Source: an optimization exercise on an open RTL-to-GDS flow (aim: small area). Production flows keep margins and buffers that such runs may drop. In this exercise RTL edits were held to simulation tests only and were not proved equivalent to the original.

==> v1: inputs <==
Design robot_controller, start of the top module:
module robot_controller (
    input logic clk,
    input logic reset,
    input logic [15:0] target_x, target_y, target_z,
    output logic [7:0] pwm1, pwm2, pwm3
);
==> module motor_control, before the edit <==
module motor_control (
    input logic clk,
    input logic reset,
    input logic [7:0] pwm_duty_cycle,  
    output logic motor_pwm
);
    logic [7:0] pwm_counter;
    always_ff @(posedge clk or posedge reset) begin
        if (reset) begin
            pwm_counter <= 8'b0;
            motor_pwm <= 0;
        end else begin
            if (pwm_counter < pwm_duty_cycle) begin
                motor_pwm <= 1;
            end else begin
                motor_pwm <= 0;
            end
            pwm_counter <= pwm_counter + 1;
        end
    end
endmodule
==> module encoder_feedback, before the edit <==
module encoder_feedback (
    input logic clk,
    input logic reset,
    input logic motor_pwm,  
    output logic [9:0] encoder_value  
);
    always_ff @(posedge clk or posedge reset) begin
        if (reset) begin
            encoder_value <= 10'b0;
        end else begin
            encoder_value <= encoder_value + (motor_pwm ? 1 : 0);
        end
    end
endmodule
==> module inverse_kinematics, before the edit <==
module inverse_kinematics (
    input logic [15:0] target_x, target_y, target_z,
    output logic [9:0] joint1_angle, joint2_angle, joint3_angle
);
    always_comb begin
        joint1_angle = target_x[9:0];  
        joint2_angle = target_y[9:0];
        joint3_angle = target_z[9:0];
    end
endmodule
==> module pid_controller, before the edit <==
module pid_controller (
    input logic clk,
    input logic reset,
    input logic [9:0] target_angle,  
    input logic [9:0] current_angle,  
    output logic [7:0] pwm_duty_cycle  
);
    parameter Kp = 8'b00010000;  
    parameter Ki = 8'b00001000;  
    parameter Kd = 8'b00000100;  
    logic [9:0] error, prev_error;
    logic [15:0] integral, derivative;
    always_ff @(posedge clk or posedge reset) begin
        if (reset) begin
            pwm_duty_cycle <= 8'b0;
            error <= 10'b0;
            prev_error <= 10'b0;
            integral <= 16'b0;
            derivative <= 16'b0;
        end else begin
            error <= target_angle - current_angle;
            integral <= integral + error;
            derivative <= error - prev_error;
            pwm_duty_cycle <= (Kp * error) + (Ki * integral) + (Kd * derivative);
            prev_error <= error;
        end
    end
endmodule
==> module robot_controller, before the edit <==
module robot_controller (
    input logic clk,
    input logic reset,
    input logic [15:0] target_x, target_y, target_z,
    output logic [7:0] pwm1, pwm2, pwm3
);
    logic [9:0] joint1_angle, joint2_angle, joint3_angle;
    logic [9:0] encoder1, encoder2, encoder3;
    logic [7:0] pwm_duty1, pwm_duty2, pwm_duty3;
    logic motor1_pwm, motor2_pwm, motor3_pwm;
    inverse_kinematics ik(
        .target_x(target_x),
        .target_y(target_y),
        .target_z(target_z),
        .joint1_angle(joint1_angle),
        .joint2_angle(joint2_angle),
        .joint3_angle(joint3_angle)
    );
    pid_controller pid1(
        .clk(clk),
        .reset(reset),
        .target_angle(joint1_angle),
        .current_angle(encoder1),
        .pwm_duty_cycle(pwm_duty1)
    );
    pid_controller pid2(
        .clk(clk),
        .reset(reset),
        .target_angle(joint2_angle),
        .current_angle(encoder2),
        .pwm_duty_cycle(pwm_duty2)
    );
    pid_controller pid3(
        .clk(clk),
        .reset(reset),
        .target_angle(joint3_angle),
        .current_angle(encoder3),
        .pwm_duty_cycle(pwm_duty3)
    );
    motor_control motor1(
        .clk(clk),
        .reset(reset),
        .pwm_duty_cycle(pwm_duty1),
        .motor_pwm(motor1_pwm)
    );
    motor_control motor2(
        .clk(clk),
        .reset(reset),
        .pwm_duty_cycle(pwm_duty2),
        .motor_pwm(motor2_pwm)
    );
    motor_control motor3(
        .clk(clk),
        .reset(reset),
        .pwm_duty_cycle(pwm_duty3),
        .motor_pwm(motor3_pwm)
    );
    encoder_feedback enc1(
        .clk(clk),
        .reset(reset),
        .motor_pwm(motor1_pwm),
        .encoder_value(encoder1)
    );
    encoder_feedback enc2(
        .clk(clk),
        .reset(reset),
        .motor_pwm(motor2_pwm),
        .encoder_value(encoder2)
    );
    encoder_feedback enc3(
        .clk(clk),
        .reset(reset),
        .motor_pwm(motor3_pwm),
        .encoder_value(encoder3)
    );
    assign pwm1 = pwm_duty1;
    assign pwm2 = pwm_duty2;
    assign pwm3 = pwm_duty3;
endmodule
clock: 5.0 ns
lec_check: 0
cap_margin: 20
core_margin: 2
core_utilization: 40
slew_margin: 20
run.sh (not shown) runs the stock make flow with config.mk's settings and CLKGATE_MAP_FILE= SYNTH_SCRIPT=/design/flow/synth_recipe.tcl, a recipe that flattens the netlist after the stock synthesis.
==> v37: changes against v1 <==
==> flow/design.v (replaced) <==
module pid_channel (
    input  logic       clk,
    input  logic       reset,
    input  logic [5:0] cnt_hi,    
    input  logic [5:0] target,    
    output logic [5:0] duty       
);
    logic [5:0] encoder;
    logic [5:0] error, prev_error, derivative;
    logic [4:0] integral;
    logic       motor;
    always_ff @(posedge clk or posedge reset) begin
        if (reset) begin
            encoder    <= 6'b0;
            error      <= 6'b0;
            prev_error <= 6'b0;
            derivative <= 6'b0;
            integral   <= 5'b0;
            duty       <= 6'b0;
            motor      <= 1'b0;
        end else begin
            error      <= target - encoder;
            integral   <= integral + error[4:0];
            derivative <= error - prev_error;
            prev_error <= error;
            duty       <= {error[3:0], 2'b00} + {integral, 1'b0} + derivative;
            motor      <= cnt_hi < duty;
            encoder    <= encoder + {5'b0, motor};
        end
    end
endmodule
module robot_controller (
    input  logic        clk,
    input  logic        reset,
    input  logic [15:0] target_x, target_y, target_z,
    output logic [7:0]  pwm1, pwm2, pwm3
);
    logic [7:0] pwm_counter;
    logic [5:0] duty1, duty2, duty3;
    always_ff @(posedge clk or posedge reset) begin
        if (reset) pwm_counter <= 8'b0;
        else       pwm_counter <= pwm_counter + 8'd1;
    end
    pid_channel j1 (.clk(clk), .reset(reset), .cnt_hi(pwm_counter[7:2]),
                    .target(target_x[5:0]), .duty(duty1));
    pid_channel j2 (.clk(clk), .reset(reset), .cnt_hi(pwm_counter[7:2]),
                    .target(target_y[5:0]), .duty(duty2));
    pid_channel j3 (.clk(clk), .reset(reset), .cnt_hi(pwm_counter[7:2]),
                    .target(target_z[5:0]), .duty(duty3));
    assign pwm1 = {duty1, 2'b00};
    assign pwm2 = {duty2, 2'b00};
    assign pwm3 = {duty3, 2'b00};
endmodule
==> results_dict.tcl <==
set metrics [dict create \
    grt_pass1_vias 3996 \
    fp-row-count 45 \
    switching_share_pct 36.8 \
    status "timing/DRC/antenna clean" \
    dp_slack_ns 2.34 \
    yosys-top-cells-count "116 x dfrtp_1, 92 x inv_1, 76 x ha_1, 42 x xnor2_1, 26 x a21oi_1" \
    slowest_delay_ns 0.56 \
    yosys.area.top_type_share_pct 47.7 \
    p_leak_nw 3.57 \
    placed_area_um2 6680 \
    timing.fmax_ghz 0.428 \
    grt_util_met1_pct 16.8 \
]
That was v37.
==> results_dict.tcl <==
set metrics [dict create \
    timing.fmax_ghz 0.425 \
    multi_input_area_um2 3090 \
    switching_share_pct 37.3 \
    grt_util_met1_pct 16.6 \
    p_leak_nw 3.93 \
    yosys-top-cells-count "132 x dfrtp_1, 101 x inv_1, 81 x ha_1, 51 x xnor2_1, 26 x a21oi_1" \
    placed_area_um2 7430 \
    dp_slack_ns 2.35 \
    fp-row-count 47 \
    status "timing/DRC/antenna clean" \
    reg2regPathDepth 6 \
    yosys.area.top_type_share_pct 48.6 \
]
That was v1.

[afterwards: timing with drivers on the ports]
No port has a modelled driver above. Below, the same layouts with a new extraction and two added sets of constraints.
Step 1 (the two cells are an assumption about what drives the block):
set clk [get_ports {clk}]
set_driving_cell -lib_cell sky130_fd_sc_hd__clkbuf_16 $clk
set_driving_cell -lib_cell sky130_fd_sc_hd__buf_2 [delete_from_list [all_inputs] $clk]
Step 2, shift: input delay + t, output delay - t, t = (earliest + latest rising clock arrival at the registers) / 2. This alone moves slack from input paths to output paths.
Slacks: ideal / step 1 / step 2; pairs: ideal / step 1.
run | t, ns | setup WS [ns] | worst setup path at the end
v1 | 0.449 | 2.648 / 2.606 / 2.322 | input to register
v37 | 0.439 | 2.664 / 2.624 / 2.328 | input to register
After both steps setup and hold are still met in every run listed. For v37, which loses most, drivers alone change the setup slack by -0.040 ns; drivers and shift together by -0.336 ns.
